From an optimization exercise on the open Yosys and OpenROAD flow, aimed at small area, a short achievable clock period and few clock cycles per item; shortcuts taken in it are not production practice. Only simulation tests tie the RTL to the original design; equivalence was not proved.

$ cat flow/design.v
package defs_div_sqrt_mvp;
   localparam C_RM                  = 3;
   localparam C_RM_NEAREST          = 3'h0;
   localparam C_RM_TRUNC            = 3'h1;
   localparam C_RM_PLUSINF          = 3'h2;
   localparam C_RM_MINUSINF         = 3'h3;
   localparam C_RM_M                = 3'h4;
   localparam C_PC                  = 6;  
   localparam C_FS                  = 2;  
   localparam C_IUNC                = 2;  
   localparam Iteration_unit_num_S  = 2'b10;
   localparam C_OP_FP64             = 64;
   localparam C_MANT_FP64           = 52;
   localparam C_EXP_FP64            = 11;
   localparam C_BIAS_FP64           = 1023;
   localparam C_BIAS_AONE_FP64      = 11'h400;
   localparam C_HALF_BIAS_FP64      = 511;
   localparam C_EXP_ZERO_FP64       = 11'h000;
   localparam C_EXP_ONE_FP64        = 13'h001;  
   localparam C_EXP_INF_FP64        = 11'h7FF;
   localparam C_MANT_ZERO_FP64      = 52'h0;
   localparam C_MANT_NAN_FP64       = 52'h8_0000_0000_0000;
   localparam C_PZERO_FP64          = 64'h0000_0000_0000_0000;
   localparam C_MZERO_FP64          = 64'h8000_0000_0000_0000;
   localparam C_QNAN_FP64           = 64'h7FF8_0000_0000_0000;
   localparam C_OP_FP32             = 32;
   localparam C_MANT_FP32           = 23;
   localparam C_EXP_FP32            = 8;
   localparam C_BIAS_FP32           = 127;
   localparam C_BIAS_AONE_FP32      = 8'h80;
   localparam C_HALF_BIAS_FP32      = 63;
   localparam C_EXP_ZERO_FP32       = 8'h00;
   localparam C_EXP_INF_FP32        = 8'hFF;
   localparam C_MANT_ZERO_FP32      = 23'h0;
   localparam C_PZERO_FP32          = 32'h0000_0000;
   localparam C_MZERO_FP32          = 32'h8000_0000;
   localparam C_QNAN_FP32           = 32'h7FC0_0000;
   localparam C_OP_FP16             = 16;
   localparam C_MANT_FP16           = 10;
   localparam C_EXP_FP16            = 5;
   localparam C_BIAS_FP16           = 15;
   localparam C_BIAS_AONE_FP16      = 5'h10;
   localparam C_HALF_BIAS_FP16      = 7;
   localparam C_EXP_ZERO_FP16       = 5'h00;
   localparam C_EXP_INF_FP16        = 5'h1F;
   localparam C_MANT_ZERO_FP16      = 10'h0;
   localparam C_PZERO_FP16          = 16'h0000;
   localparam C_MZERO_FP16          = 16'h8000;
   localparam C_QNAN_FP16           = 16'h7E00;
   localparam C_OP_FP16ALT           = 16;
   localparam C_MANT_FP16ALT         = 7;
   localparam C_EXP_FP16ALT          = 8;
   localparam C_BIAS_FP16ALT         = 127;
   localparam C_BIAS_AONE_FP16ALT    = 8'h80;
   localparam C_HALF_BIAS_FP16ALT    = 63;
   localparam C_EXP_ZERO_FP16ALT     = 8'h00;
   localparam C_EXP_INF_FP16ALT      = 8'hFF;
   localparam C_MANT_ZERO_FP16ALT    = 7'h0;
   localparam C_QNAN_FP16ALT         = 16'h7FC0;
endpackage : defs_div_sqrt_mvp
import defs_div_sqrt_mvp::*;
module div_sqrt_top_mvp
  ( 
   input logic                            Clk_CI,
   input logic                            Rst_RBI,
   input logic                            Div_start_SI,
   input logic                            Sqrt_start_SI,
   input logic [C_OP_FP64-1:0]            Operand_a_DI,
   input logic [C_OP_FP64-1:0]            Operand_b_DI,
   input logic [C_RM-1:0]                 RM_SI,     
   input logic [C_FS-1:0]                 Format_sel_SI,   
   input logic                            Kill_SI,
   output logic [C_OP_FP64-1:0]           Result_DO,
   output logic [4:0]                     Fflags_SO,
   output logic                           Ready_SO,
   output logic                           Done_SO
 );
  localparam logic [3:0] S_IDLE = 4'd0,
                         S_PREP = 4'd1,
                         S_NORM = 4'd2,
                         S_ITER = 4'd3,
                         S_DENS = 4'd4,
                         S_N1   = 4'd5;
  localparam int RW = 60;    
  logic [3:0]    State_SP, State_SN;
  logic          Ready_SP, Done_SP;
  logic [RW-1:0] Rem_DP, Rem_DN;       
  logic [53:0]   Div_DP, Div_DN;       
  logic [56:0]   Quo_DP, Quo_DN;       
  logic [11:0]   Exp_a_DP, Exp_a_DN;
  logic [11:0]   Exp_b_DP, Exp_b_DN;
  logic [12:0]   Exp_z_DP, Exp_z_DN;   
  logic [5:0]    Cnt_SP, Cnt_SN;
  logic          Div_SP;               
  logic          DivA_SP, DivB_SP;     
  logic [1:0]    Fmt_SP;
  logic          F32_SP, F64_SP, F16_SP, FALT_SP;    
  logic          OfA_SP, OfA_SN, OfB_SP, OfB_SN;     
  logic [2:0]    RM_SP;
  logic          Sign_z_DP, Sign_z_DN;
  logic          Spc_SP, Spc_SN;       
  logic          Den_SP, Den_SN;       
  logic          Neg_SP, Neg_SN;       
  logic          Shf_SP, Shf_SN;       
  logic          Fst_SP, Fst_SN;       
  logic          Stk_SP, Stk_SN;       
  logic [4:0]    Flags_DP, Flags_DN;
  logic          Start_S, Ld_S;
  assign Start_S = (Div_start_SI | Sqrt_start_SI) & Ready_SP;
  assign Ld_S    = (State_SP == S_IDLE) | (State_SP == S_N1);    
  logic [51:0]   Frac_a_D, Frac_b_D;
  logic [10:0]   Ex_a_D, Ex_b_D;
  logic          Sg_a_D, Sg_b_D;
  always_comb begin
    case (Format_sel_SI)
      2'b00: begin
        Sg_a_D = Operand_a_DI[31]; Sg_b_D = Operand_b_DI[31];
        Ex_a_D = {3'h0, Operand_a_DI[30:23]}; Ex_b_D = {3'h0, Operand_b_DI[30:23]};
        Frac_a_D = {Operand_a_DI[22:0], 29'h0}; Frac_b_D = {Operand_b_DI[22:0], 29'h0};
      end
      2'b01: begin
        Sg_a_D = Operand_a_DI[63]; Sg_b_D = Operand_b_DI[63];
        Ex_a_D = Operand_a_DI[62:52]; Ex_b_D = Operand_b_DI[62:52];
        Frac_a_D = Operand_a_DI[51:0]; Frac_b_D = Operand_b_DI[51:0];
      end
      2'b10: begin
        Sg_a_D = Operand_a_DI[15]; Sg_b_D = Operand_b_DI[15];
        Ex_a_D = {6'h0, Operand_a_DI[14:10]}; Ex_b_D = {6'h0, Operand_b_DI[14:10]};
        Frac_a_D = {Operand_a_DI[9:0], 42'h0}; Frac_b_D = {Operand_b_DI[9:0], 42'h0};
      end
      default: begin
        Sg_a_D = Operand_a_DI[15]; Sg_b_D = Operand_b_DI[15];
        Ex_a_D = {3'h0, Operand_a_DI[14:7]}; Ex_b_D = {3'h0, Operand_b_DI[14:7]};
        Frac_a_D = {Operand_a_DI[6:0], 45'h0}; Frac_b_D = {Operand_b_DI[6:0], 45'h0};
      end
    endcase
  end
  logic        FP32_S, FP64_S, FP16_S, FP16ALT_S;
  assign FP32_S    = F32_SP;
  assign FP64_S    = F64_SP;
  assign FP16_S    = F16_SP;
  assign FP16ALT_S = FALT_SP;
  logic [5:0]  Kbits_S;       
  logic [59:0] Lsb_S;         
  logic [53:0] Rpos_S;        
  logic [12:0] Bias_S, Half_bias_S;
  assign Kbits_S     = ({6{F32_SP}} & 6'd27) | ({6{F64_SP}} & 6'd57) | ({6{F16_SP}} & 6'd15) | ({6{FALT_SP}} & 6'd12);
  assign Lsb_S       = {14'd0, FALT_SP, 2'd0, F16_SP, 11'd0, F32_SP, 29'd0, F64_SP};
  assign Rpos_S      = {8'd0, FALT_SP, 2'd0, F16_SP, 12'd0, F32_SP, 28'd0, F64_SP};
  assign Bias_S      = ({13{F32_SP}} & 13'd127) | ({13{F64_SP}} & 13'd1023) | ({13{F16_SP}} & 13'd15) | ({13{FALT_SP}} & 13'd127);
  assign Half_bias_S = ({13{F32_SP}} & 13'd63)  | ({13{F64_SP}} & 13'd511)  | ({13{F16_SP}} & 13'd7)  | ({13{FALT_SP}} & 13'd63);
  logic Ea_zero_S, Eb_zero_S, Ea_ones_S, Eb_ones_S, Fa_zero_S, Fb_zero_S;
  assign Ea_zero_S = (Exp_a_DP[10:0] == 11'd0);
  assign Eb_zero_S = (Exp_b_DP[10:0] == 11'd0);
  always_comb begin
    case (Fmt_SP)
      2'b00:   begin Ea_ones_S = &Exp_a_DP[7:0];  Eb_ones_S = &Exp_b_DP[7:0];  end
      2'b01:   begin Ea_ones_S = &Exp_a_DP[10:0]; Eb_ones_S = &Exp_b_DP[10:0]; end
      2'b10:   begin Ea_ones_S = &Exp_a_DP[4:0];  Eb_ones_S = &Exp_b_DP[4:0];  end
      default: begin Ea_ones_S = &Exp_a_DP[7:0];  Eb_ones_S = &Exp_b_DP[7:0];  end
    endcase
  end
  assign Fa_zero_S = (Rem_DP[51:0] == 52'd0);
  assign Fb_zero_S = (Div_DP[52:1] == 52'd0);
  logic Zero_a_S, Zero_b_S, Inf_a_S, Inf_b_S, NaN_a_S, NaN_b_S, SNaN_S;
  assign Zero_a_S = Ea_zero_S & Fa_zero_S;
  assign Zero_b_S = Eb_zero_S & Fb_zero_S;
  assign Inf_a_S  = Ea_ones_S & Fa_zero_S;
  assign Inf_b_S  = Eb_ones_S & Fb_zero_S;
  assign NaN_a_S  = Ea_ones_S & ~Fa_zero_S;
  assign NaN_b_S  = Eb_ones_S & ~Fb_zero_S;
  assign SNaN_S   = (NaN_a_S & ~Rem_DP[51]) | (NaN_b_S & ~Div_DP[52]);
  logic Sp_nan_S, Sp_inf_S, Sp_zero_S, Sp_nv_S, Sp_dz_S, Special_S;
  always_comb begin
    Sp_nan_S = 1'b0; Sp_inf_S = 1'b0; Sp_zero_S = 1'b0; Sp_nv_S = 1'b0; Sp_dz_S = 1'b0;
    if (NaN_a_S | NaN_b_S) begin
      Sp_nan_S = 1'b1; Sp_nv_S = SNaN_S;
    end else if (Inf_a_S) begin
      if ((Div_SP & Inf_b_S) | (~Div_SP & Sign_z_DP)) begin Sp_nan_S = 1'b1; Sp_nv_S = 1'b1; end
      else Sp_inf_S = 1'b1;
    end else if (Div_SP & Inf_b_S) begin
      Sp_zero_S = 1'b1;
    end else if (Zero_a_S) begin
      if (Div_SP & Zero_b_S) begin Sp_nan_S = 1'b1; Sp_nv_S = 1'b1; end
      else Sp_zero_S = 1'b1;
    end else if (Div_SP & Zero_b_S) begin
      Sp_inf_S = 1'b1; Sp_dz_S = 1'b1;
    end else if (~Div_SP & Sign_z_DP) begin
      Sp_nan_S = 1'b1; Sp_nv_S = 1'b1;
    end
  end
  assign Special_S = Sp_nan_S | Sp_inf_S | Sp_zero_S;
  logic          Sub_S;            
  logic [RW-1:0] Add_a_D, Add_b_D, Sum_D;
  logic          Qbit_S;
  assign Sub_S = ~Rem_DP[RW-1];
  always_comb begin
    if (DivA_SP) Add_a_D = {Rem_DP[RW-2:0], 1'b0};
    else         Add_a_D = {Rem_DP[RW-3:0], 2'b00} | (Div_DP[53] ? (Lsb_S << 1) : '0) | (Div_DP[52] ? Lsb_S : '0);
    if (DivB_SP) Add_b_D = {{(RW-54){1'b0}}, Div_DP};
    else         Add_b_D = {Quo_DP, 2'b00} | (Sub_S ? Lsb_S : (Lsb_S | (Lsb_S << 1)));
  end
  assign Sum_D  = Add_a_D + (Add_b_D ^ {RW{Sub_S}}) + {{(RW-1){1'b0}}, Sub_S};
  assign Qbit_S = ~Sum_D[RW-1];
  logic [12:0] Exp_calc_D;
  assign Exp_calc_D = Div_SP ? ({Exp_a_DP[11], Exp_a_DP} - {Exp_b_DP[11], Exp_b_DP} + (Bias_S - {12'd0, Shf_SP}))
                             : ({Exp_a_DP[11], Exp_a_DP[11], Exp_a_DP[11:1]} + {12'd0, Exp_a_DP[0]} + Half_bias_S);
  logic Exp_lt1_S, Exp_deep_S;
  assign Exp_lt1_S  = Exp_z_DP[12] | (Exp_z_DP == 13'd0);
  assign Exp_deep_S = Exp_z_DP[12] & (Exp_z_DP[11:0] <= 12'hF92);    
  logic        Ovf_S, Ones_S;
  always_comb begin
    case (Fmt_SP)
      2'b00:   begin Ovf_S = Exp_z_DP[8];  Ones_S = &Exp_z_DP[7:0];  end
      2'b01:   begin Ovf_S = Exp_z_DP[11]; Ones_S = &Exp_z_DP[10:0]; end
      2'b10:   begin Ovf_S = Exp_z_DP[5];  Ones_S = &Exp_z_DP[4:0];  end
      default: begin Ovf_S = Exp_z_DP[8];  Ones_S = &Exp_z_DP[7:0];  end
    endcase
  end
  logic [52:0] Mnorm_D;
  logic [10:0] Enorm_D;
  logic        N_of_S, N_uf_S, N_l1_S, N_l0_S, N_st_S;
  always_comb begin
    Mnorm_D = Quo_DP[56:4]; Enorm_D = Exp_z_DP[10:0];
    N_of_S = 1'b0; N_uf_S = 1'b0;
    N_l1_S = Quo_DP[3]; N_l0_S = Quo_DP[2];
    N_st_S = (|Quo_DP[2:0]) | (Den_SP & Stk_SP);
    if (Spc_SP) begin
      N_l1_S = 1'b0; N_l0_S = 1'b0; N_st_S = 1'b0;
    end else if (Den_SP) begin
      Enorm_D = 11'd0;
      N_uf_S  = Neg_SP & (Quo_DP[56:33] == 24'd0);
    end else if (OfA_SP) begin
      Mnorm_D = '1; Enorm_D = 11'h7FE; N_of_S = 1'b1;
      N_l1_S = 1'b0; N_l0_S = 1'b0; N_st_S = 1'b0;
    end else if (OfB_SP) begin
      Mnorm_D = '0; Enorm_D = 11'h7FF; N_of_S = 1'b1;
      N_l1_S = 1'b0; N_l0_S = 1'b0; N_st_S = 1'b0;
    end
  end
  logic [1:0]  Mlow_D;
  logic        Mst_S, Ulsb_S, Rounded_S, RoundUp_S;
  assign Mlow_D = ({2{F32_SP}} & Mnorm_D[28:27]) | ({2{F64_SP}} & {N_l1_S, N_l0_S})
                | ({2{F16_SP}} & Mnorm_D[41:40]) | ({2{FALT_SP}} & Mnorm_D[44:43]);
  assign Mst_S  = (F32_SP & (|Mnorm_D[26:0])) | (F64_SP & N_st_S)
                | (F16_SP & (|Mnorm_D[39:30])) | (FALT_SP & (|Mnorm_D[42:30]));
  assign Ulsb_S = (F32_SP & Mnorm_D[29]) | (F64_SP & Mnorm_D[0])
                | (F16_SP & Mnorm_D[42]) | (FALT_SP & Mnorm_D[45]);
  assign Rounded_S = (|Mlow_D) | Mst_S;
  always_comb begin
    case (RM_SP)
      C_RM_NEAREST:  RoundUp_S = Mlow_D[1] & (Mlow_D[0] | Mst_S | Ulsb_S);
      C_RM_TRUNC:    RoundUp_S = 1'b0;
      C_RM_PLUSINF:  RoundUp_S = Rounded_S & ~Sign_z_DP;
      C_RM_MINUSINF: RoundUp_S = Rounded_S & Sign_z_DP;
      C_RM_M:        RoundUp_S = Ulsb_S;
      default:       RoundUp_S = 1'b0;
    endcase
  end
  logic RoundUp_en_S;
  assign RoundUp_en_S = RoundUp_S & ~(FP32_S & N_of_S) & ~Spc_SP;
  logic [63:0] Pack_D, Expf_D, Res_D;
  assign Pack_D = ({64{F32_SP}}  & {32'hffff_ffff, Sign_z_DP, Enorm_D[7:0], Mnorm_D[51:29]})
                | ({64{F64_SP}}  & {Sign_z_DP, Enorm_D, Mnorm_D[51:0]})
                | ({64{F16_SP}}  & {48'hffff_ffff_ffff, Sign_z_DP, Enorm_D[4:0], Mnorm_D[51:42]})
                | ({64{FALT_SP}} & {48'hffff_ffff_ffff, Sign_z_DP, Enorm_D[7:0], Mnorm_D[51:45]});
  assign Expf_D = ({64{F32_SP}}  & 64'h0000_0000_7f80_0000)
                | ({64{F64_SP}}  & 64'h7ff0_0000_0000_0000)
                | ({64{F16_SP}}  & 64'h0000_0000_0000_7c00)
                | ({64{FALT_SP}} & 64'h0000_0000_0000_7f80);
  assign Res_D = (Pack_D + {63'd0, RoundUp_en_S}) & ~(Den_SP ? Expf_D : 64'd0);
  logic Div_norm_S;    
  assign Div_norm_S = Rem_DP[52] & Div_DP[53];
  always_comb begin
    State_SN  = State_SP;
    Rem_DN    = Rem_DP;
    Div_DN    = Div_DP;
    Quo_DN    = Quo_DP;
    Exp_a_DN  = Exp_a_DP;
    Exp_b_DN  = Exp_b_DP;
    Exp_z_DN  = Exp_z_DP;
    Cnt_SN    = Cnt_SP;
    Sign_z_DN = Sign_z_DP;
    Spc_SN    = Spc_SP;
    Den_SN    = Den_SP;
    Neg_SN    = Neg_SP;
    Shf_SN    = Shf_SP;
    Fst_SN    = Fst_SP;
    Stk_SN    = Stk_SP;
    OfA_SN    = OfA_SP;
    OfB_SN    = OfB_SP;
    Flags_DN  = Flags_DP;
    case (State_SP)
      S_PREP, S_NORM: begin
        Fst_SN = 1'b1;
        if ((State_SP == S_PREP) && Special_S) begin
          Quo_DN    = Sp_nan_S ? (57'd1 << 55) : 57'd0;    
          Spc_SN    = 1'b1;
          OfA_SN    = 1'b0;
          OfB_SN    = 1'b0;
          Sign_z_DN = Sign_z_DP & ~Sp_nan_S;
          Exp_z_DN  = (Sp_nan_S | Sp_inf_S) ? 13'h7FF : 13'h0;
          Flags_DN  = {Sp_nv_S, Sp_dz_S, 3'b000};
          State_SN  = S_N1;
        end else if (Div_SP) begin
          if ((State_SP == S_PREP) ? (~Ea_zero_S & ~Eb_zero_S) : Div_norm_S) begin
            Rem_DN   = Sum_D;
            Quo_DN   = Qbit_S ? Lsb_S[56:0] : '0;
            Shf_SN   = ~Qbit_S;
            Cnt_SN   = Kbits_S - 6'd1;    
            State_SN = S_ITER;
          end else begin
            if ((State_SP == S_PREP) ? Ea_zero_S : ~Rem_DP[52]) begin
              Rem_DN[52:0] = {Rem_DP[51:0], 1'b0};
              if (State_SP == S_NORM) Exp_a_DN = Exp_a_DP - 12'd1;
            end
            if ((State_SP == S_PREP) ? Eb_zero_S : ~Div_DP[53]) begin
              Div_DN = {Div_DP[52:0], 1'b0};
              if (State_SP == S_NORM) Exp_b_DN = Exp_b_DP - 12'd1;
            end
            State_SN = S_NORM;
          end
        end else begin
          if ((State_SP == S_PREP) ? ~Ea_zero_S : Rem_DP[52]) begin
            Div_DN   = Exp_a_DP[0] ? {Rem_DP[51:0], 2'b00} : {Rem_DP[50:0], 3'b000};
            Rem_DN   = Exp_a_DP[0] ? '0 : (Rem_DP[51] ? (Lsb_S << 1) : Lsb_S);
            Quo_DN   = Lsb_S[56:0];
            Cnt_SN   = Kbits_S - 6'd1;
            State_SN = S_ITER;
          end else begin
            Rem_DN[52:0] = {Rem_DP[51:0], 1'b0};
            if (State_SP == S_NORM) Exp_a_DN = Exp_a_DP - 12'd1;
            State_SN = S_NORM;
          end
        end
      end
      S_ITER: begin
        Exp_z_DN = Exp_calc_D;
        Rem_DN   = Sum_D;
        Fst_SN   = 1'b0;
        Quo_DN   = (Quo_DP << 1) | ((Qbit_S & ~(Shf_SP & (Cnt_SP == 6'd1))) ? Lsb_S[56:0] : '0);
        Div_DN   = Div_SP ? Div_DP : {Div_DP[51:0], 2'b00};
        if (~(Fst_SP & Shf_SP)) Cnt_SN = Cnt_SP - 6'd1;
        OfA_SN   = ~Exp_lt1_S & (Ovf_S | (Shf_SP & Ones_S));
        OfB_SN   = ~Exp_lt1_S & ~(Ovf_S | (Shf_SP & Ones_S)) & Ones_S;
        if (Cnt_SP == 6'd1) begin
          if (Exp_lt1_S) begin
            Stk_SN   = 1'b0;
            Den_SN   = 1'b1;
            Neg_SN   = Exp_z_DP[12] & ~(Shf_SP & (Exp_z_DP == 13'h1FFF));
            State_SN = S_DENS;
          end else begin
            State_SN = S_N1;
          end
        end
      end
      S_DENS: begin
        if (Exp_deep_S) begin
          Quo_DN   = '0;
          Stk_SN   = 1'b0;
          Exp_z_DN = 13'd1;
          State_SN = S_N1;
        end else begin
          Quo_DN       = {1'b0, Quo_DP[56:1]};
          Stk_SN       = Stk_SP | (Quo_DP[0] & (~Exp_z_DP[12] | (Exp_z_DP[11:0] >= 12'hFCC)));    
          Exp_z_DN     = Exp_z_DP + 13'd1;
          if (Exp_z_DP == 13'd0) State_SN = S_N1;
        end
      end
      S_N1: begin
        Quo_DN    = {5'd0, Res_D[51:0]};
        Exp_z_DN  = {1'b0, Res_D[63:52]};
        if (~Spc_SP) Flags_DN = {2'b00, N_of_S, N_uf_S, Rounded_S};
      end
      default: ;   
    endcase
    if (Ld_S) begin
      Rem_DN    = {{(RW-53){1'b0}}, 1'b1, Frac_a_D};
      Div_DN    = {1'b1, Frac_b_D, 1'b0};
      Exp_a_DN  = {1'b0, Ex_a_D};
      Exp_b_DN  = {1'b0, Ex_b_D};
      Sign_z_DN = Div_start_SI ? (Sg_a_D ^ Sg_b_D) : Sg_a_D;
      Spc_SN    = 1'b0;
      Den_SN    = 1'b0;
      Neg_SN    = 1'b0;
      Shf_SN    = 1'b0;
      State_SN  = Start_S ? S_PREP : S_IDLE;
    end
    if (Kill_SI) State_SN = S_IDLE;
  end
  always_ff @(posedge Clk_CI, negedge Rst_RBI) begin
    if (~Rst_RBI) begin
      State_SP <= S_IDLE;
      Ready_SP <= 1'b1;
      Done_SP  <= 1'b0;
    end else begin
      State_SP <= State_SN;
      Ready_SP <= (State_SN == S_IDLE) | (State_SN == S_N1);
      Done_SP  <= (State_SP == S_N1) & ~Kill_SI;
    end
  end
  always_ff @(posedge Clk_CI) begin
    Rem_DP    <= Rem_DN;
    Div_DP    <= Div_DN;
    Quo_DP    <= Quo_DN;
    Exp_a_DP  <= Exp_a_DN;
    Exp_b_DP  <= Exp_b_DN;
    Exp_z_DP  <= Exp_z_DN;
    Cnt_SP    <= Cnt_SN;
    Sign_z_DP <= Sign_z_DN;
    Spc_SP    <= Spc_SN;
    Den_SP    <= Den_SN;
    Neg_SP    <= Neg_SN;
    Shf_SP    <= Shf_SN;
    Fst_SP    <= Fst_SN;
    Stk_SP    <= Stk_SN;
    OfA_SP    <= OfA_SN;
    OfB_SP    <= OfB_SN;
    Flags_DP  <= Flags_DN;
    if (Ld_S) begin
      Div_SP  <= Div_start_SI;
      DivA_SP <= ~Sqrt_start_SI;                   
      DivB_SP <= Div_start_SI | ~Sqrt_start_SI;    
      Fmt_SP  <= Format_sel_SI;
      F32_SP  <= (Format_sel_SI == 2'b00);
      F64_SP  <= (Format_sel_SI == 2'b01);
      F16_SP  <= (Format_sel_SI == 2'b10);
      FALT_SP <= (Format_sel_SI == 2'b11);
      RM_SP  <= RM_SI;
    end
  end
  assign Result_DO = {Exp_z_DP[11:0], Quo_DP[51:0]};
  assign Fflags_SO = Flags_DP;
  assign Ready_SO  = Ready_SP;
  assign Done_SO   = Done_SP;
endmodule
$ cat flow/run.sh
#!/bin/bash
# synth_recipe.tcl (not shown) runs the flow's synth.tcl, then flattens the netlist and writes it again
# the make line also repeats each setting of config.mk as NAME=value (left out here)
make -C /OpenROAD-flow-scripts/flow DESIGN_CONFIG=/design/flow/config.mk WORK_HOME=/design/flow/orfs CLKGATE_MAP_FILE= SYNTH_SCRIPT=/design/flow/synth_recipe.tcl finish
$ cat flow/config.mk
export PLATFORM = sky130hd
export DESIGN_NAME = div_sqrt_top_mvp
export DESIGN_NICKNAME = div_sqrt_top_mvp
export VERILOG_FILES = /design/flow/design.v
export SDC_FILE = /design/flow/constraint.sdc
export NUM_CORES = 4
export LEC_CHECK = 0
export ABC_AREA = 1
export CAP_MARGIN = 50
export CORE_MARGIN = 2
export CORE_UTILIZATION = 45
export SLEW_MARGIN = 80
$ cat flow/constraint.sdc
create_clock -name core_clock -period 15.0 [get_ports {Clk_CI}]
set_input_delay 3.0000 -clock core_clock [delete_from_list [all_inputs] [get_ports {Clk_CI}]]
set_output_delay 3.0000 -clock core_clock [all_outputs]
set_load 0.01 [all_outputs]
==> results.cfg, run 1 <==
[drt]
routedWlPerCell_um = 27.4
routed_via_density = 6.23
detail-route-antenna-nets = 0
drt_iter0_markers = 4319
vias = 31400
drtPass1Iterations = 8
remaining_drc_errors = 0
wirelength_mm = 138

[setup_path]
cp.arrival_ns = 1.95
crit_type = reg -> out
endpoint_kind = primary output
critPathLaunchType = flop
crit_chain = buf_2 > buf_2 > clkdlybuf4s50_1
path_buf_inv = 3
cp_data_required_time_ns = 12.00
cpPeakStageDelay_ns = 0.57
crit_fanout = 3
cpMostUsedCell = buf_2
path_delay_family = buffers and inverters
cpMaxStageDelayCell = clkdlybuf4s50_1

[clock_tree]
cts_root_buf = clkbuf_16
cts_resized = 0
cts_hold_buffers = 0
clock-sinks = 245
postCtsSetupRepairBufs = 0
h-tree-depth = 2
numCtsBuffers = 35
clock_path_buffers = 3
clk_pin_slew_ns = 0.06
clk_latency_ns = 0.59
tritoncts = done

[final_layout]
nets = 4490
final_util = 0.573
drive_gt1_frac = 0.156
area_growth_pct = 25.6
final_cells = 5044

[sta]
setup_viol = 0
min_period_ns = 4.95
fin_ws_ns = 10.05
fmax_mhz = 202
rsz0062_at_grt = no
slew_violations = 0
finalHoldViolCount = 0
post-route-period-util = 0.330
tns_ns = 0
finClkSkew_ns = 0.0255
worstMarginPinSlew_ns = 0.363
slew_headroom = 0.756
hold_slack_ns = 0.466

[floorplan]
floorplan.initialDensity = 0.456
core_area_mm2 = 0.0590
fp.dieH_um = 248
std_cell_rows = 89
die_width_um = 248
io_pins = 209
dieArea_mm2 = 0.0617

[global_route]
grt_max_degree = 48
grt_usage = 0.429
antenna_found_initial = 8
gr-total-overflow = 0
grt_pass1_vias = 29000
grt_pass1_wl_mm = 197

[synthesis]
avgSynthCellArea_um2 = 6.66
synth_top_area_share = 0.250
ys.flop_type = edfxtp_1
netlist.top_cell.by_area = edfxtp_1
synthArstFlopShare = 0.0245
synth_area_leaders = edfxtp_1 25%, nand2_1 13%, o21ai_0 7.5%, inv_1 7.1%, nor2_1 6.2%
synthDistinctLibCells = 78
synth_edf_count = 224
syn_nets = 4290
synth_area_mm2 = 0.0269
yosysSeqAreaShare = 0.267
ys_ff_latch = 245
ys_warn_count = 1
netlist_instances = 4040

[status]
outcome = no timing/DRC/antenna violations

[hold_path]
hp-class = reg -> reg

[placed_design]
dpl_worst_slack_ns = 10.06
post-dp-hpwl_mm = 111
gp_congestion = 1.05
io_buffers = 208
dp_cells = 4960

[run]
drv_cap = 0
through the flow:
stage               area [µm²]
floorplan                26900
global placement         29000
detailed placement       32200
CTS                      33300
global route             33800
finish                   33800
cell families after synthesis:
| family | synth area share |
|---|---|
| simple gates | 0.279 |
| flops | 0.267 |
| compound gates | 0.239 |
| xor+xnor | 0.0388 |
| mux | 0.000372 |
| fa+ha+maj | 0.0563 |
| buf+inv | 0.120 |
flip-flops by register name, summed over array words and instances, names as in the netlist, 2 cells and up:
| register | count |
|---|---|
| Div_DP | 53 |
| State_SP | 4 |
| Exp_a_DP | 12 |
| Flags_DP | 5 |
| Rem_DP | 60 |
| Exp_b_DP | 12 |
| Exp_z_DP | 13 |
| Quo_DP | 57 |
| RM_SP | 3 |
| Fmt_SP | 2 |
| Cnt_SP | 6 |
placed cells by master (no fill, tap or decap), types with 15 or more instances in the layout:
cell,n
a31oi_1,20
clkdlybuf4s50_1,199
fa_1,15
nor2_1,393
a21oi_1,224
nand4_1,47
a21oi_2,29
a31oi_2,15
ha_1,92
inv_1,460
clkbuf_16,35
o221ai_1,45
buf_8,26
buf_2,63
buf_16,24
buf_12,17
inv_2,45
or2_2,15
o21ai_4,23
nor2_2,44
a32oi_1,21
o21ai_2,52
nor2_4,33
o211ai_1,81
o22ai_1,32
xor2_1,93
nor3_1,19
edfxtp_1,224
o21ai_0,291
nand2_1,890
buf_1,23
o21ai_1,88
nand3_1,184
worst paths after layout:
kind,from,endpoint,slack (ns),cells past startpoint
worst min-delay path,Rem_DP[58]$_SDFFE_PN0P_,Rem_DP[58]$_SDFFE_PN0P_,0.47,2
worst min register to register,Rem_DP[58]$_SDFFE_PN0P_,Rem_DP[58]$_SDFFE_PN0P_,0.47,2
worst max-delay path,Quo_DP[32]$_DFFE_PP_,Result_DO[32],10.05,3
worst max register to register,Den_SP$_SDFFE_PN0P_,Quo_DP[24]$_DFFE_PP_,10.32,26
max in group asynchronous,Rst_RBI,Ready_SP$_DFF_PN1_,12.50,1
min in group asynchronous,Rst_RBI,State_SP[1]$_DFF_PN0_,2.26,1
cells in the mapped netlist (7+ instances only):
library cell  count
a211oi_1         10
a21boi_0         11
a21o_1           10
a21oi_1         263
a221oi_1         17
a22oi_1           7
a31oi_1          37
a32oi_1          21
a41oi_1           9
buf_1            18
buf_2            17
buf_4            66
buf_6             7
clkbuf_1        131
dfxtp_1          15
edfxtp_1        224
fa_1             15
ha_1             97
inv_1           507
inv_2            10
nand2_1         897
nand2_2           8
nand2_4           7
nand3_1         189
nand3b_1         10
nand4_1          47
nor2_1          442
nor2_2           16
nor2_4           12
nor3_1           31
nor4_1           16
o211ai_1         81
o21ai_0         403
o21ai_1          24
o21ai_2          27
o21bai_1         11
o221ai_1         49
o22ai_1          35
o311ai_0         15
or2_2            15
xnor2_1          17
xor2_1          102
routing by layer:
metal  track usage  vias up  part of all wire
met3        0.0877      542              0.11
li1              -    14100                 -
met5             0        -           0.00025
met2         0.673     2104              0.44
met1         0.531    14600              0.37
met4         0.293        6             0.086
worst reg2reg max path, cell delays in order (launching register included):
cell and delay [ns]:
dfxtp_4 0.44, buf_6 0.20, inv_4 0.07, nand3_4 0.09
buf_6 0.19, buf_6 0.20, a21oi_4 0.10, nand2_1 0.10
nor4_2 0.05, buf_1 0.13, o21a_1 0.18, nand4_1 0.19
nand2_1 0.07, o21ai_0 0.07, nand3_1 0.09, inv_1 0.08
ha_1 0.34, ha_1 0.25, nand2_1 0.14, nor2_2 0.18
nand3_2 0.18, nor2_4 0.28, nand2_4 0.15, nor2_2 0.20
nand2_1 0.09, nand3_1 0.18, o221ai_1 0.15
area by class of cell:
type	instances	area (µm²)
inverters	523	2030
fillers	5773	25200
flip-flops and latches	245	7190
clock inverters	22	249
clock buffers	42	932
repair buffers	405	4270
well taps	773	967
diodes	4	10.0
multi-input cells	3030	18100
Testbench counts, summed over its fixed seeds: cycles 997,238, ops 32,000.
==> run 2, diff against run 1 <==
--- a/flow/design.v
+++ b/flow/design.v
@@ -276,8 +276,8 @@
     Rem_DN    = Rem_DP;
     Div_DN    = Div_DP;
-    Quo_DN    = Quo_DP;
+    Quo_DN    = (Quo_DP << 1) | ((Qbit_S & ~(Shf_SP & (Cnt_SP == 6'd1))) ? Lsb_S[56:0] : '0);
     Exp_a_DN  = Exp_a_DP;
     Exp_b_DN  = Exp_b_DP;
-    Exp_z_DN  = Exp_z_DP;
+    Exp_z_DN  = Exp_calc_D;
     Cnt_SN    = Cnt_SP;
     Sign_z_DN = Sign_z_DP;
@@ -336,8 +336,6 @@
       end
       S_ITER: begin
-        Exp_z_DN = Exp_calc_D;
         Rem_DN   = Sum_D;
         Fst_SN   = 1'b0;
-        Quo_DN   = (Quo_DP << 1) | ((Qbit_S & ~(Shf_SP & (Cnt_SP == 6'd1))) ? Lsb_S[56:0] : '0);
         Div_DN   = Div_SP ? Div_DP : {Div_DP[51:0], 2'b00};
         if (~(Fst_SP & Shf_SP)) Cnt_SN = Cnt_SP - 6'd1;
==> results.cfg, run 2 <==
[synthesis]
synth_top_area_share = 0.176
netlist_instances = 4170
synth_area_mm2 = 0.0263
synth_area_leaders = edfxtp_1 18%, nand2_1 14%, o21ai_0 8.1%, inv_1 7.5%, dfxtp_1 6.5%
ys_warn_count = 1
netlist.top_cell.by_area = edfxtp_1
avgSynthCellArea_um2 = 6.31
ys.flop_type = edfxtp_1
ys_ff_latch = 245
yosysMostFrequentCell = nand2_1
syn_nets = 4420
synthDistinctLibCells = 69
synthArstFlopShare = 0.0245
yosysSeqAreaShare = 0.246
synth_edf_count = 154
yosys-top-cells-count = 1004 x nand2_1, 525 x inv_1, 427 x nor2_1, 426 x o21ai_0, 258 x a21oi_1

[setup_path]
cp.arrival_ns = 1.69
endpoint_kind = primary output
crit_type = reg -> out
cp_data_required_time_ns = 12.00
crit_fanout = 7
cpMaxStageDelayCell = clkdlybuf4s50_1
crit_chain = clkdlybuf4s50_1
cpPeakStageDelay_ns = 0.61
critPathLaunchType = flop
path_delay_family = buffers and inverters
path_buf_inv = 1

[sta]
fmax_mhz = 213
setup_viol = 0
min_period_ns = 4.69
hold_slack_ns = 0.462
finClkSkew_ns = 0.0208
slew_headroom = 0.758
slew_violations = 0
finalHoldViolCount = 0
rsz0062_at_grt = no
fin_ws_ns = 10.31
tns_ns = 0
post-route-period-util = 0.313
worstMarginPinSlew_ns = 0.362

[floorplan]
std_cell_rows = 88
dieArea_mm2 = 0.0604
core_area_mm2 = 0.0577
die_width_um = 246
fp.dieH_um = 246
io_pins = 209
floorplan.initialDensity = 0.456

[drt]
routedWlPerCell_um = 26.9
drtPass1Iterations = 9
vias = 31500
routed_via_density = 6.16
wirelength_mm = 138
detail-route-antenna-nets = 0
remaining_drc_errors = 0
drt_iter0_markers = 4039

[clock_tree]
clk_latency_ns = 0.58
cts_hold_buffers = 0
clock-sinks = 245
tritoncts = done
numCtsBuffers = 35
postCtsSetupRepairBufs = 0
cts_resized = 0
cts_root_buf = clkbuf_16
clk_pin_slew_ns = 0.06
h-tree-depth = 2
clock_path_buffers = 3

[final_layout]
fillers = 5728
nets = 4576
drive_gt1_frac = 0.142
area_growth_pct = 24.7
largest_reg_flops = 60
reg_top3 = Rem_DP (60), Quo_DP (57), Div_DP (53)
most-common-layout-cells = 996 x nand2_1, 476 x inv_1, 379 x nor2_1
max_flop_register = Rem_DP
final_common_cell = nand2_1

[placed_design]
io_buffers = 208
gp_congestion = 1.06
dpl_worst_slack_ns = 10.18
post-dp-hpwl_mm = 110

[global_route]
antenna_found_initial = 7
grt_pass1_vias = 29400
grt_pass1_wl_mm = 197
gr-total-overflow = 0
grt_max_degree = 58
grt_usage = 0.447

[status]
outcome = no timing/DRC/antenna violations

[run]
drv_cap = 0

[hold_path]
hp-class = reg -> reg
==> run 2: cell types whose count changed after synthesis, moves of 11 or more <==
| cell | delta |
|---|---|
| nor3_1 | +16 |
| o2111ai_1 | +11 |
| dfxtp_1 | +70 |
| inv_1 | +18 |
| o21ai_1 | +21 |
| edfxtp_1 | -70 |
| nand4_1 | +17 |
| nor2_1 | -15 |
| o21ai_2 | -21 |
| nand2_1 | +107 |
| o21ai_0 | +23 |
==> run 2: metrics by stage <==
step | std cells | cell area [µm²] | utilization
final | 5121 | 32800 | 0.568
after global routing | 5118 | 32800 | 0.568
after CTS | 5095 | 32200 | 0.558
after detailed placement | 5032 | 31000 | 0.538
after global placement | 4934 | 28400 | 0.493
after floorplan | 4170 | 26300 | -
==> run 2: worst paths after layout <==
kind / cells after the start / to / slack [ns] / startpoint
min in group asynchronous: 1 / Done_SP$_DFF_PN0_ / 2.26 / Rst_RBI
min: 2 / Rem_DP[58]$_SDFFE_PN0P_ / 0.46 / Rem_DP[58]$_SDFFE_PN0P_
min reg2reg: 2 / Rem_DP[58]$_SDFFE_PN0P_ / 0.46 / Rem_DP[58]$_SDFFE_PN0P_
max reg2reg: 26 / Quo_DP[46]$_DFF_P_ / 10.37 / Spc_SP$_SDFFE_PN0P_
max: 1 / Result_DO[33] / 10.31 / Quo_DP[33]$_DFF_P_
max in group asynchronous: 1 / Ready_SP$_DFF_PN1_ / 12.50 / Rst_RBI
==> run 2: final cells by class <==
class,count,area (µm²),area share
timing repair buffer,367,3890,0.119
clock buffer,49,1020,0.0311
tap,765,957,0.0292
clock inverter,14,116,0.00355
sequential,245,6500,0.198
multi-input combinational,3132,18200,0.555
inverter,545,2100,0.0640
antenna,4,10.0,0.000305
==> run 2: cells by family after synthesis <==
| group | after synthesis | synth area share |
|---|---|---|
| AO/OA/AOI/OAI | 1077 | 0.241 |
| XOR/XNOR | 117 | 0.0390 |
| adder cells (fa/ha/maj) | 112 | 0.0576 |
| buffers and inverters | 793 | 0.125 |
| flip-flops | 245 | 0.246 |
| multiplexers | 2 | 0.000761 |
| AND/OR/NAND/NOR | 1824 | 0.290 |
==> run 2: routing by layer <==
layer | track usage | up-vias | part of all wire
met5 | 0 | - | 0.00020
met2 | 0.688 | 2053 | 0.43
met3 | 0.108 | 532 | 0.11
met1 | 0.547 | 14500 | 0.37
met4 | 0.317 | 4 | 0.093
li1 | - | 14400 | -
Testbench counts of run 2, summed over its fixed seeds: cycles 997,238, ops 32,000.
==> run 3, diff against run 2 <==
==> flow/flow/run.sh (new file) <==
#!/bin/bash
# The standard layout (the standard.sh, unchanged synthesis), with ORFS's
# timing repair asked for 10.7 ns of setup slack on the 15 ns clock, so that it
# keeps improving paths the 15 ns clock alone would leave as they are.
set -euo pipefail
export SETUP_SLACK_MARGIN=10.7
bash standard.sh > standard.log 2>&1
==> flow/standard.sh (new file) <==
#!/bin/bash
# synth_recipe.tcl (not shown) runs the flow's synth.tcl, then flattens the netlist and writes it again
# the make line also repeats each setting of config.mk as NAME=value (left out here)
make -C /OpenROAD-flow-scripts/flow DESIGN_CONFIG=/design/flow/config.mk WORK_HOME=/design/flow/orfs CLKGATE_MAP_FILE= SYNTH_SCRIPT=/design/flow/synth_recipe.tcl "${@:-finish}"
--- a/flow/config.mk
+++ b/flow/config.mk
@@ -7,6 +7,6 @@
 export LEC_CHECK = 0
 export ABC_AREA = 1
-export CAP_MARGIN = 50
+export CAP_MARGIN = 30
 export CORE_MARGIN = 2
-export CORE_UTILIZATION = 45
-export SLEW_MARGIN = 80
+export CORE_UTILIZATION = 40
+export SLEW_MARGIN = 40
removed: flow/run.sh
==> results.cfg, run 3 <==
[drt]
vias = 31200
drtPass1Iterations = 7
routed_via_density = 6.08
detail-route-antenna-nets = 0
remaining_drc_errors = 0
wirelength_mm = 136
drt_iter0_markers = 4037
routedWlPerCell_um = 26.5

[final_layout]
most-common-layout-cells = 996 x nand2_1, 512 x inv_1, 415 x nor2_1
largest_reg_flops = 60
fillers = 7160
drive_gt1_frac = 0.0710
reg_top3 = Rem_DP (60), Quo_DP (57), Div_DP (53)
final_util = 0.463
nets = 4491
final_cells = 5133
final_common_cell = nand2_1
final_cell_area_mm2 = 0.0303
max_flop_register = Rem_DP
area_growth_pct = 15.2

[sta]
slew_violations = 0
setup_viol = 0
rsz0062_at_grt = yes
fmax_mhz = 233
finClkSkew_ns = 0.0350
post-route-period-util = 0.286
min_period_ns = 4.29
hold_slack_ns = 0.462
tns_ns = 0
finalHoldViolCount = 0
worstMarginPinSlew_ns = 0.955
slew_headroom = 0.357

[placed_design]
dp_cells = 5032
placed_cell_area_mm2 = 0.0286
post-dp-hpwl_mm = 105
io_buffers = 208
gp_congestion = 1.02

[setup_path]
cp.arrival_ns = 1.29
endpoint_kind = primary output
critPathLaunchType = flop
cpMaxStageDelayCell = dfxtp_2
path_delay_family = flip-flops
cpPeakStageDelay_ns = 0.42
crit_chain = dlygate4sd2_1
crit_fanout = 4
path_buf_inv = 1
crit_type = reg -> out
cp_data_required_time_ns = 12.00

[synthesis]
ys_ff_latch = 245
yosys-top-cells-count = 1004 x nand2_1, 525 x inv_1, 427 x nor2_1, 426 x o21ai_0, 258 x a21oi_1
avgSynthCellArea_um2 = 6.31
syn_nets = 4420
synth_area_leaders = edfxtp_1 18%, nand2_1 14%, o21ai_0 8.1%, inv_1 7.5%, dfxtp_1 6.5%
synth_area_mm2 = 0.0263
ys.flop_type = edfxtp_1
yosysMostFrequentCell = nand2_1
synth_edf_count = 154
ys_warn_count = 1
yosysSeqAreaShare = 0.246
netlist_instances = 4170
synthArstFlopShare = 0.0245
netlist.top_cell.by_area = edfxtp_1
synthDistinctLibCells = 69
synth_top_area_share = 0.176

[clock_tree]
clock_path_buffers = 3
h-tree-depth = 2
tritoncts = done
cts_root_buf = clkbuf_16
clk_pin_slew_ns = 0.06
clk_latency_ns = 0.58
clock-sinks = 245
cts_hold_buffers = 0
numCtsBuffers = 34

[hold_path]
hp-class = reg -> reg

[global_route]
grt_pass1_vias = 29200
grt_max_degree = 100
grt_usage = 0.391
antenna_found_initial = 6
gr-total-overflow = 0
grt_pass1_wl_mm = 195

[status]
outcome = no timing/DRC/antenna violations

[floorplan]
io_pins = 209
floorplan.initialDensity = 0.402
core_area_mm2 = 0.0654
std_cell_rows = 94
dieArea_mm2 = 0.0678
fp.dieH_um = 260
die_width_um = 260

[run]
drv_cap = 0
[run 3: path summary, 6_finish.rpt]
check | start | to | slack (ns) | cells past startpoint
worst max-delay path | Quo_DP[44]$_DFF_P_ | Result_DO[44] | 10.71 | 1
min in group asynchronous | Rst_RBI | State_SP[2]$_DFF_PN0_ | 2.71 | 1
worst max register to register | DivB_SP$_DFFE_PN_ | Rem_DP[51]$_DFFE_PP_ | 10.88 | 19
max in group asynchronous | Rst_RBI | Ready_SP$_DFF_PN1_ | 11.98 | 1
worst min register to register | Rem_DP[57]$_SDFFE_PN0P_ | Rem_DP[57]$_SDFFE_PN0P_ | 0.46 | 2
worst min-delay path | Rem_DP[57]$_SDFFE_PN0P_ | Rem_DP[57]$_SDFFE_PN0P_ | 0.46 | 2
[run 3: layout make-up]
cell class / instances / area [µm²] / area share
inverter: 545 / 2080 / 0.0687
clock buffer: 48 / 965 / 0.0318
tap: 864 / 1080 / 0.0357
sequential: 245 / 6540 / 0.216
timing repair inverter: 5 / 37.5 / 0.00124
multi-input combinational: 3136 / 16800 / 0.555
timing repair buffer: 274 / 2650 / 0.0873
antenna: 4 / 10.0 / 0.000330
clock inverter: 12 / 118 / 0.00388
[run 3: kinds of logic after synthesis]
family	Yosys count	share of synthesized area
XOR/XNOR	117	0.0390
multiplexers	2	0.000761
adder cells (fa/ha/maj)	112	0.0576
AND/OR/NAND/NOR	1824	0.290
buffers and inverters	793	0.125
flip-flops	245	0.246
AO/OA/AOI/OAI	1077	0.241
[run 3: per-stage QoR]
stage / setup slack (ns)
after floorplan: 10.71
after global placement: 8.83
after detailed placement: 8.73
after CTS: 10.71
after global routing: 10.68
final: 10.71
[run 3: repair_timing]
| item | 4_1_cts | 5_1_grt |
|---|---|---|
| resized for setup | 170 | 73 |
| pin swaps | 4 | 6 |
| setup buffers | 14 | 11 |
| endpoints found under the setup margin | 372 | 249 |
| gates cloned | 8 | 4 |
[run 3: metal layers]
metal | GRT usage | wire (µm)
met3 | 0.0738 | 13800
met4 | 0.286 | 11700
met1 | 0.482 | 51000
met5 | 0 | 53
met2 | 0.610 | 59700
==> run 4, diff against run 3 <==
--- a/flow/config.mk
+++ b/flow/config.mk
@@ -9,4 +9,4 @@
 export CAP_MARGIN = 30
 export CORE_MARGIN = 2
-export CORE_UTILIZATION = 40
+export CORE_UTILIZATION = 48
 export SLEW_MARGIN = 40
==> results.cfg, run 4 <==
[floorplan]
io_pins = 209
die_width_um = 238
std_cell_rows = 85
floorplan.initialDensity = 0.487
dieArea_mm2 = 0.0567
core_area_mm2 = 0.0540
fp.dieH_um = 238

[clock_tree]
tritoncts = done
cts_root_buf = clkbuf_16
clock-sinks = 245
numCtsBuffers = 34
clk_latency_ns = 0.59
h-tree-depth = 2
cts_hold_buffers = 0
clock_path_buffers = 3
clk_pin_slew_ns = 0.07

[synthesis]
netlist_instances = 4170
ys.flop_type = edfxtp_1
netlist.top_cell.by_area = edfxtp_1
synth_top_area_share = 0.176
synthDistinctLibCells = 69
synth_area_leaders = edfxtp_1 18%, nand2_1 14%, o21ai_0 8.1%, inv_1 7.5%, dfxtp_1 6.5%
synth_edf_count = 154
yosysSeqAreaShare = 0.246
avgSynthCellArea_um2 = 6.31
yosys-top-cells-count = 1004 x nand2_1, 525 x inv_1, 427 x nor2_1, 426 x o21ai_0, 258 x a21oi_1
synthArstFlopShare = 0.0245
syn_nets = 4420
ys_ff_latch = 245
ys_warn_count = 1
synth_area_mm2 = 0.0263
yosysMostFrequentCell = nand2_1

[setup_path]
rrSetupSlack_ns = 10.76
crit_type = reg -> out
critPathCapture = Result_DO[31]
cp.arrival_ns = 1.31
startpoint = Quo_DP[31]$_DFF_P_
path_depth = 1
path_buf_inv = 1
r2r_start = Rem_DP[59]$_SDFFE_PN0P_
crit_chain = dlygate4sd2_1
crit_fanout = 4
critPathLaunchType = flop
rr_worst_depth = 18
endpoint_kind = primary output
cpMaxStageDelayCell = dfxtp_2
r2r_end = Rem_DP[49]$_DFFE_PP_
cp_data_required_time_ns = 12.00
cpPeakStageDelay_ns = 0.43
path_delay_family = flip-flops

[drt]
drt_iter0_markers = 4823
vias = 31700
routedWlPerCell_um = 27.1
wirelength_mm = 135
detail-route-antenna-nets = 0
drtPass1Iterations = 9
routed_via_density = 6.37
remaining_drc_errors = 0

[global_route]
grt_usage = 0.459
grt_pass1_wl_mm = 191
antenna_found_initial = 7
grt_pass1_vias = 28600
grt_max_degree = 83
gr-total-overflow = 0

[hold_path]
hp-class = reg -> reg

[sta]
fmax_mhz = 232
slew_violations = 0
fin_ws_ns = 10.69
rsz0062_at_grt = yes
min_period_ns = 4.31
slew_headroom = 0.409
hold_slack_ns = 0.471
tns_ns = 0
setup_viol = 0
post-route-period-util = 0.288
worstMarginPinSlew_ns = 0.877
finalHoldViolCount = 0
finClkSkew_ns = 0.0253

[run]
drv_cap = 0

[placed_design]
io_buffers = 208
gp_congestion = 1.06
dp_cells = 4859
post-dp-hpwl_mm = 103
dpl_worst_slack_ns = 8.70

[final_layout]
final_cells = 4968
nets = 4492
drive_gt1_frac = 0.0727
area_growth_pct = 15.1
final_common_cell = nand2_1
largest_reg_flops = 60
reg_top3 = Rem_DP (60), Quo_DP (57), Div_DP (53)
max_flop_register = Rem_DP
most-common-layout-cells = 995 x nand2_1, 510 x inv_1, 412 x nor2_1

[status]
outcome = no timing/DRC/antenna violations
## run 4: changes by cell type in the layout (fill, tap and decap cells not counted), moves of 3 or more
cell and change:
clkinv_1 +3, a21oi_2 +3, nor2_1 -3, inv_4 +3, clkbuf_16 +3, nor2_4 +3
buf_12 +6, buf_6 -3, o21ai_0 -6, o21ai_1 +3
## run 4: cell type report
type | count | area [µm²]
antenna | 5 | 12.5
clock buffer | 44 | 918
clock inverter | 17 | 138
fill | 5623 | 23800
inverter | 545 | 2120
multi-input combinational | 3136 | 16800
sequential | 245 | 6540
tap | 696 | 871
timing repair buffer | 278 | 2810
timing repair inverter | 2 | 15.0
## run 4: cell families (layout without fill, tap and decap cells)
logic type | after synthesis | in the layout | share of synthesized area
XOR/XNOR | 117 | 117 | 0.0390
AND/OR/NAND/NOR | 1824 | 1828 | 0.290
multiplexers | 2 | 2 | 0.000761
flip-flops | 245 | 245 | 0.246
buffers and inverters | 793 | 886 | 0.125
adder cells (fa/ha/maj) | 112 | 112 | 0.0576
other | 0 | 5 | 0
AO/OA/AOI/OAI | 1077 | 1077 | 0.241
## run 4: worst register-to-register path: stages (launching register included)
cell and delay [ns]:
dfxtp_1 0.31, buf_4 0.23, inv_2 0.18, buf_16 0.22, xor2_1 0.21, ha_1 0.36
nand2_1 0.13, nor2_1 0.25, nand4_1 0.11, o21ai_0 0.59, nand3_1 0.14, nand2_1 0.25
nand2_1 0.08, nor2_1 0.09, nor2_1 0.09, o21bai_1 0.21, xor2_1 0.25, nand2_1 0.24
nand3_1 0.13
## run 4: what timing repair did
action / CTS / global route
pin swaps: 6 / 9
cloned: 6 / 6
buffers inserted: 15 / 16
setup endpoints to repair: 374 / 274
resized for setup: 173 / 88
## run 4: worst min-delay path by stage
stage / slack [ns] / endpoint / start / cells after the start
after floorplan: 0.44 / Neg_SP$_SDFFE_PN0P_ / Neg_SP$_SDFFE_PN0P_ / 2
after global placement: 0.46 / Rem_DP[57]$_SDFFE_PN0P_ / Rem_DP[57]$_SDFFE_PN0P_ / 2
after detailed placement: 0.46 / Rem_DP[57]$_SDFFE_PN0P_ / Rem_DP[57]$_SDFFE_PN0P_ / 2
after CTS: 0.47 / Rem_DP[57]$_SDFFE_PN0P_ / Rem_DP[57]$_SDFFE_PN0P_ / 2
after global routing: 0.49 / Rem_DP[57]$_SDFFE_PN0P_ / Rem_DP[57]$_SDFFE_PN0P_ / 2
final: 0.47 / Rem_DP[57]$_SDFFE_PN0P_ / Rem_DP[57]$_SDFFE_PN0P_ / 2
## run 4: layer usage
layer  wire length [µm]  global-route usage  vias to the layer above
met1              48700               0.567                    14500
met3              16500               0.108                      640
met5                 23                   0                        -
met2              56100               0.695                     2322
li1                   -                   -                    14200
met4              13400               0.352                        4
## run 4: stage by stage
| step | cell area, µm² | utilization |
|---|---|---|
| 2_1_floorplan | 26300 | - |
| 4_1_cts | 29700 | 0.549 |
| 6_report | 30300 | 0.560 |
| 3_5_place_dp | 28300 | 0.524 |
| 5_1_grt | 30300 | 0.560 |
| 3_3_place_gp | 28300 | 0.524 |
==> run 5, diff against run 4 <==
--- a/flow/design.v
+++ b/flow/design.v
@@ -269,5 +269,17 @@
                 | ({64{F16_SP}}  & 64'h0000_0000_0000_7c00)
                 | ({64{FALT_SP}} & 64'h0000_0000_0000_7f80);
-  assign Res_D = (Pack_D + {63'd0, RoundUp_en_S}) & ~(Den_SP ? Expf_D : 64'd0);
+  logic [63:0] Allones_D;    
+  always_comb begin
+    logic [63:0] g;
+    g = Pack_D;
+    for (int d = 1; d < 64; d = d * 2)              
+      for (int i = 2 * d - 1; i < 64; i += 2 * d)
+        g[i] = g[i] & g[i - d];
+    for (int d = 16; d >= 1; d = d / 2)             
+      for (int i = 3 * d - 1; i < 64; i += 2 * d)
+        g[i] = g[i] & g[i - d];
+    Allones_D = g;
+  end
+  assign Res_D = (Pack_D ^ ({Allones_D[62:0], 1'b1} & {64{RoundUp_en_S}})) & ~(Den_SP ? Expf_D : 64'd0);
   logic Div_norm_S;    
   assign Div_norm_S = Rem_DP[52] & Div_DP[53];
--- a/flow/config.mk
+++ b/flow/config.mk
@@ -9,4 +9,4 @@
 export CAP_MARGIN = 30
 export CORE_MARGIN = 2
-export CORE_UTILIZATION = 48
+export CORE_UTILIZATION = 40
 export SLEW_MARGIN = 40
==> results.cfg, run 5 <==
[status]
outcome = no timing/DRC/antenna violations

[clock_tree]
clk_pin_slew_ns = 0.06
clk_latency_ns = 0.60
tritoncts = done
clock-sinks = 245
clock_path_buffers = 3
cts_root_buf = clkbuf_16
h-tree-depth = 2
numCtsBuffers = 35
cts_hold_buffers = 0

[synthesis]
synth_edf_count = 154
synth_area_leaders = edfxtp_1 18%, nand2_1 15%, o21ai_0 8.0%, inv_1 6.8%, dfxtp_1 6.5%
ys_warn_count = 1
synthArstFlopShare = 0.0245
netlist.top_cell.by_area = edfxtp_1
netlist_instances = 4126
synth_top_area_share = 0.178
yosys-top-cells-count = 1068 x nand2_1, 473 x inv_1, 415 x o21ai_0, 396 x nor2_1, 273 x nand3_1
synth_area_mm2 = 0.0260
avgSynthCellArea_um2 = 6.30
yosysSeqAreaShare = 0.249
syn_nets = 4375
ys_ff_latch = 245
synthDistinctLibCells = 62
ys.flop_type = edfxtp_1
yosysMostFrequentCell = nand2_1

[sta]
post-route-period-util = 0.286
setup_viol = 0
finClkSkew_ns = 0.0373
finalHoldViolCount = 0
worstMarginPinSlew_ns = 0.855
min_period_ns = 4.28
slew_violations = 0
tns_ns = 0
fmax_mhz = 233
rsz0062_at_grt = yes
slew_headroom = 0.430
fin_ws_ns = 10.72

[drt]
wl_met2_mm = 56.2
routed.top_layer = met5
routedWlPerCell_um = 25.5
drt-met1-wl_mm = 49.8
routed_via_density = 6.01
remaining_drc_errors = 0
detail-route-antenna-nets = 0
met3_wirelength_mm = 12.9
drt_iter0_markers = 4184
vias = 30500
wirelength_mm = 129
drtPass1Iterations = 8

[setup_path]
cp_data_required_time_ns = 12.00
cpMaxStageDelayCell = dfxtp_2
rr_worst_depth = 16
path_buf_inv = 1
path_delay_family = flip-flops
r2r_end = Rem_DP[51]$_DFFE_PP_
cpPeakStageDelay_ns = 0.41
crit_chain = dlygate4sd2_1
crit_type = reg -> out
cp.arrival_ns = 1.28
critPathLaunchType = flop
rrSetupSlack_ns = 10.77
endpoint_kind = primary output
r2r_start = DivB_SP$_DFFE_PN_
crit_fanout = 4

[placed_design]
dpl_worst_slack_ns = 8.92
gp_congestion = 1.03
placed_cell_area_mm2 = 0.0282
dp_cells = 4969
io_buffers = 208
post-dp-hpwl_mm = 98.3

[final_layout]
nets = 4434
area_growth_pct = 15.9
largest_reg_flops = 60
reg_top3 = Rem_DP (60), Quo_DP (57), Div_DP (53)
fillers = 6817
max_flop_register = Rem_DP
final_cell_area_mm2 = 0.0301
final_common_cell = nand2_1
final_cells = 5073
most-common-layout-cells = 1061 x nand2_1, 464 x inv_1, 402 x o21ai_0
drive_gt1_frac = 0.0750

[hold_path]
whs_endpoint = Rem_DP[58]$_SDFFE_PN0P_
hp-start = Rem_DP[58]$_SDFFE_PN0P_
worstHoldPathCells = 2
hp-class = reg -> reg

[global_route]
grt_pass1_vias = 28100
gr-total-overflow = 0
grt_usage = 0.372
grt_pass1_wl_mm = 185
antenna_found_initial = 6
grt_max_degree = 79

[floorplan]
fp.dieH_um = 259
die_width_um = 259
std_cell_rows = 93
core_area_mm2 = 0.0643
io_pins = 209
dieArea_mm2 = 0.0671
floorplan.initialDensity = 0.404

[run]
drv_cap = 0
## run 5: layer usage
metal | global-route usage | up-vias
met4 | 0.249 | 4
met5 | 0 | -
met1 | 0.476 | 14200
met2 | 0.579 | 1836
li1 | - | 14100
met3 | 0.0594 | 385
## run 5: cell families (layout without fill, tap and decap cells)
logic type | count (synthesis) | count (layout) | share of synthesized area
AOI/OAI and AO/OA | 977 | 977 | 0.222
xor gates and xnor gates | 110 | 110 | 0.0370
adders and majority gates | 111 | 111 | 0.0577
buffers and inverters | 749 | 835 | 0.121
DFF | 245 | 245 | 0.249
muxes | 2 | 2 | 0.000770
other | 0 | 6 | 0
and+or+nand+nor | 1932 | 1932 | 0.312
## run 5: final cells by class
class / instances / area (µm²) / area share
Multi-Input combinational cell: 3132 / 16600 / 0.550
Sequential cell: 245 / 6630 / 0.220
Timing Repair Buffer: 283 / 2760 / 0.0917
Inverter: 485 / 1850 / 0.0615
Tap cell: 855 / 1070 / 0.0355
Clock buffer: 44 / 940 / 0.0312
Clock inverter: 20 / 273 / 0.00905
Timing Repair inverter: 3 / 20.0 / 0.000664
Antenna cell: 6 / 15.0 / 0.000498
## run 5: worst register-to-register path, stage by stage (launching register included)
cell       delay (ns)
edfxtp_1         0.51
clkbuf_16        0.29
nand2_1          0.26
o21ai_0          0.16
xor2_1           0.17
ha_1             0.40
a21o_1           0.21
a31oi_1          0.25
o21ai_0          0.19
a21oi_1          0.16
nand2_1          0.20
a21oi_2          0.31
o21ai_1          0.18
and2_1           0.17
o21ai_0          0.23
nand3_1          0.26
o21ai_0          0.16
## run 5: timing repair
item | 4_1_cts | 5_1_grt
buffers inserted | 14 | 12
gates resized for setup | 209 | 71
gates cloned | 5 | 3
setup endpoints to repair | 345 | 189
pin swaps | 2 | 4
## run 5: worst max-delay path by stage
| stage | cells past startpoint | to | from | slack (ns) |
|---|---|---|---|---|
| after floorplan | 8 | Rem_DP[35]$_DFFE_PP_ | Format_sel_SI[0] | 10.68 |
| after global placement | 8 | Rem_DP[22]$_DFFE_PP_ | Format_sel_SI[0] | 9.00 |
| after detailed placement | 8 | Rem_DP[21]$_DFFE_PP_ | Format_sel_SI[0] | 8.92 |
| after CTS | 1 | Result_DO[20] | Quo_DP[20]$_DFF_P_ | 10.70 |
| after global routing | 26 | Exp_z_DP[12]$_DFF_P_ | F16_SP$_DFFE_PN_ | 10.69 |
| final | 1 | Result_DO[2] | Quo_DP[2]$_DFF_P_ | 10.72 |
## run 5: per-stage QoR
| step | utilization | hold WS (ns) |
|---|---|---|
| 2_1_floorplan | - | 0.439 |
| 3_3_place_gp | 0.439 | 0.456 |
| 3_5_place_dp | 0.439 | 0.455 |
| 4_1_cts | 0.463 | 0.464 |
| 5_1_grt | 0.468 | 0.481 |
| 6_report | 0.468 | 0.463 |
Testbench counts of run 5, summed over its fixed seeds: cycles 997,238, ops 32,000.
==> run 6, diff against run 5 <==
--- a/flow/config.mk
+++ b/flow/config.mk
@@ -7,6 +7,6 @@
 export LEC_CHECK = 0
 export ABC_AREA = 1
-export CAP_MARGIN = 30
+export CAP_MARGIN = 20
 export CORE_MARGIN = 2
 export CORE_UTILIZATION = 40
-export SLEW_MARGIN = 40
+export SLEW_MARGIN = 20
==> results.cfg, run 6 <==
[global_route]
antenna_found_initial = 9
grt_pass1_vias = 28000
gr-total-overflow = 0
grt_usage = 0.371
grt_pass1_wl_mm = 184

[clock_tree]
clock_path_buffers = 3
h-tree-depth = 2
clk_latency_ns = 0.58
cts_hold_buffers = 0
clock-sinks = 245
cts_root_buf = clkbuf_16
clk_pin_slew_ns = 0.06
tritoncts = done

[setup_path]
cpPeakStageDelay_ns = 0.42
cp_data_required_time_ns = 12.00
crit_type = reg -> out
cpMaxStageDelayCell = dfxtp_2
path_delay_family = flip-flops
path_buf_inv = 1
critPathLaunchType = flop
endpoint_kind = primary output
cp.arrival_ns = 1.29
crit_chain = dlygate4sd2_1

[floorplan]
core_area_mm2 = 0.0643
io_pins = 209
dieArea_mm2 = 0.0671
fp.dieH_um = 259
die_width_um = 259
std_cell_rows = 93
floorplan.initialDensity = 0.404

[sta]
worstMarginPinSlew_ns = 1.19
setup_viol = 0
finClkSkew_ns = 0.0279
tns_ns = 0
min_period_ns = 4.29
post-route-period-util = 0.286
slew_violations = 0
rsz0062_at_grt = yes
fmax_mhz = 233

[final_layout]
reg_top3 = Rem_DP (60), Quo_DP (57), Div_DP (53)
nets = 4435
fillers = 6843
largest_reg_flops = 60
diodes = 0

[drt]
detail-route-antenna-nets = 0
drt_iter0_markers = 4044
remaining_drc_errors = 0
wirelength_mm = 129
routedWlPerCell_um = 25.5
routed_via_density = 6.03

[synthesis]
ys.flop_type = edfxtp_1
ys_warn_count = 1
synthDistinctLibCells = 62
syn_nets = 4375
ys_ff_latch = 245
synth_edf_count = 154
yosysSeqAreaShare = 0.249
netlist.top_cell.by_area = edfxtp_1
synth_top_area_share = 0.178
synth_area_mm2 = 0.0260
yosysMostFrequentCell = nand2_1
netlist_instances = 4126
synth_area_leaders = edfxtp_1 18%, nand2_1 15%, o21ai_0 8.0%, inv_1 6.8%, dfxtp_1 6.5%

[hold_path]
hp-class = reg -> reg

[status]
outcome = no timing/DRC/antenna violations

[placed_design]
dp_cells = 4969
gp_congestion = 1.03
io_buffers = 208

[run]
drv_cap = 0
-- run 6: cell counts after synthesis --
Identical to the previous run, type by type.
-- run 6: worst reg2reg max path: cells and delay by family (launching register included) --
kind	cells	cell delay (ns)
compound gates	5	1.01
xor+xnor	1	0.18
fa+ha+maj	1	0.37
buf+inv	3	0.50
flops	1	0.51
simple gates	10	1.43
-- run 6: final timing paths --
path	start	end	slack [ns]	cells after the start
setup reg to reg	DivB_SP$_DFFE_PN_	Rem_DP[48]$_DFFE_PP_	10.73	20
setup / recovery	Quo_DP[28]$_DFF_P_	Result_DO[28]	10.71	1
max in group asynchronous	Rst_RBI	Ready_SP$_DFF_PN1_	11.97	1
hold reg to reg	Rem_DP[57]$_SDFFE_PN0P_	Rem_DP[57]$_SDFFE_PN0P_	0.47	2
hold / removal	Rem_DP[57]$_SDFFE_PN0P_	Rem_DP[57]$_SDFFE_PN0P_	0.47	2
min in group asynchronous	Rst_RBI	Done_SP$_DFF_PN0_	2.70	1
-- run 6: final cells by class --
| cell class | instances | area (µm²) | area share |
|---|---|---|---|
| inverter | 485 | 1850 | 0.0617 |
| timing repair buffer | 285 | 2760 | 0.0921 |
| timing repair inverter | 3 | 20.0 | 0.000668 |
| sequential | 245 | 6600 | 0.220 |
| multi-input combinational | 3132 | 16600 | 0.553 |
| tap | 855 | 1070 | 0.0357 |
| clock buffer | 40 | 883 | 0.0295 |
| clock inverter | 22 | 200 | 0.00668 |
-- run 6: timing repair --
action / 4_1_cts / 5_1_grt
pin swaps: 3 / 5
setup endpoints to repair: 345 / 212
setup buffers: 17 / 11
resized for setup: 197 / 63
cloned: 5 / 3
-- run 6: cell families after synthesis --
group	after synthesis	share of synthesized area
AND/OR/NAND/NOR	1932	0.312
AO/OA/AOI/OAI	977	0.222
buffers and inverters	749	0.121
flip-flops	245	0.249
adder cells (fa/ha/maj)	111	0.0577
XOR/XNOR	110	0.0370
multiplexers	2	0.000770
-- run 6: stage by stage --
step / hold slack [ns] / cell area (µm²) / utilization / worst slack (ns)
after floorplan: 0.439 / 26000 / - / 10.68
after global placement: 0.456 / 28200 / 0.439 / 9.00
after detailed placement: 0.455 / 28200 / 0.439 / 8.92
after CTS: 0.464 / 29600 / 0.460 / 10.70
after global routing: 0.481 / 30000 / 0.466 / 10.60
final: 0.466 / 30000 / 0.466 / 10.71
-- run 6: layer usage --
layer,global-route usage,part of all wire,vias to the layer above
met5,0,0.00035,-
met4,0.259,0.085,6
met3,0.0588,0.11,436
met2,0.575,0.43,1929
met1,0.472,0.38,14200
li1,-,-,14000

==> what the ideal ports hide <==
How much do the figures lean on ideal ports? The routed layouts below were timed once more, with nothing changed but the port constraints.
Step 1: set_driving_cell puts a clkbuf_16 on Clk_CI and a buf_2 on each other input, an assumption about the parent block.
Step 2 adds t to the input delays and takes it off the output delays; t is the mean of the earliest and latest rising clock arrival at the registers after step 1. Input paths then give back, and output paths get back, about the clock's delay inside the block.
Slacks: ideal / step 1 / step 2; pairs: ideal / step 1.
| run | t, ns | slack for setup (ns) | worst setup path at the end |
|---|---|---|---|
| run 1 | 0.646 | 10.052 / 9.983 / 9.979 | input to register |
| run 2 | 0.641 | 10.307 / 10.240 / 10.128 | input to register |
| run 3 | 0.625 | 10.710 / 10.647 / 10.165 | input to register |
| run 4 | 0.652 | 10.685 / 10.615 / 10.117 | input to register |
| run 5 | 0.647 | 10.717 / 10.651 / 10.193 | input to register |
| run 6 | 0.627 | 10.714 / 10.649 / 10.188 | input to register |
After both steps setup and hold are still met in every run listed. The setup slack of run 4, which loses most, moves by -0.070 ns with the drivers and by -0.568 ns with both steps.
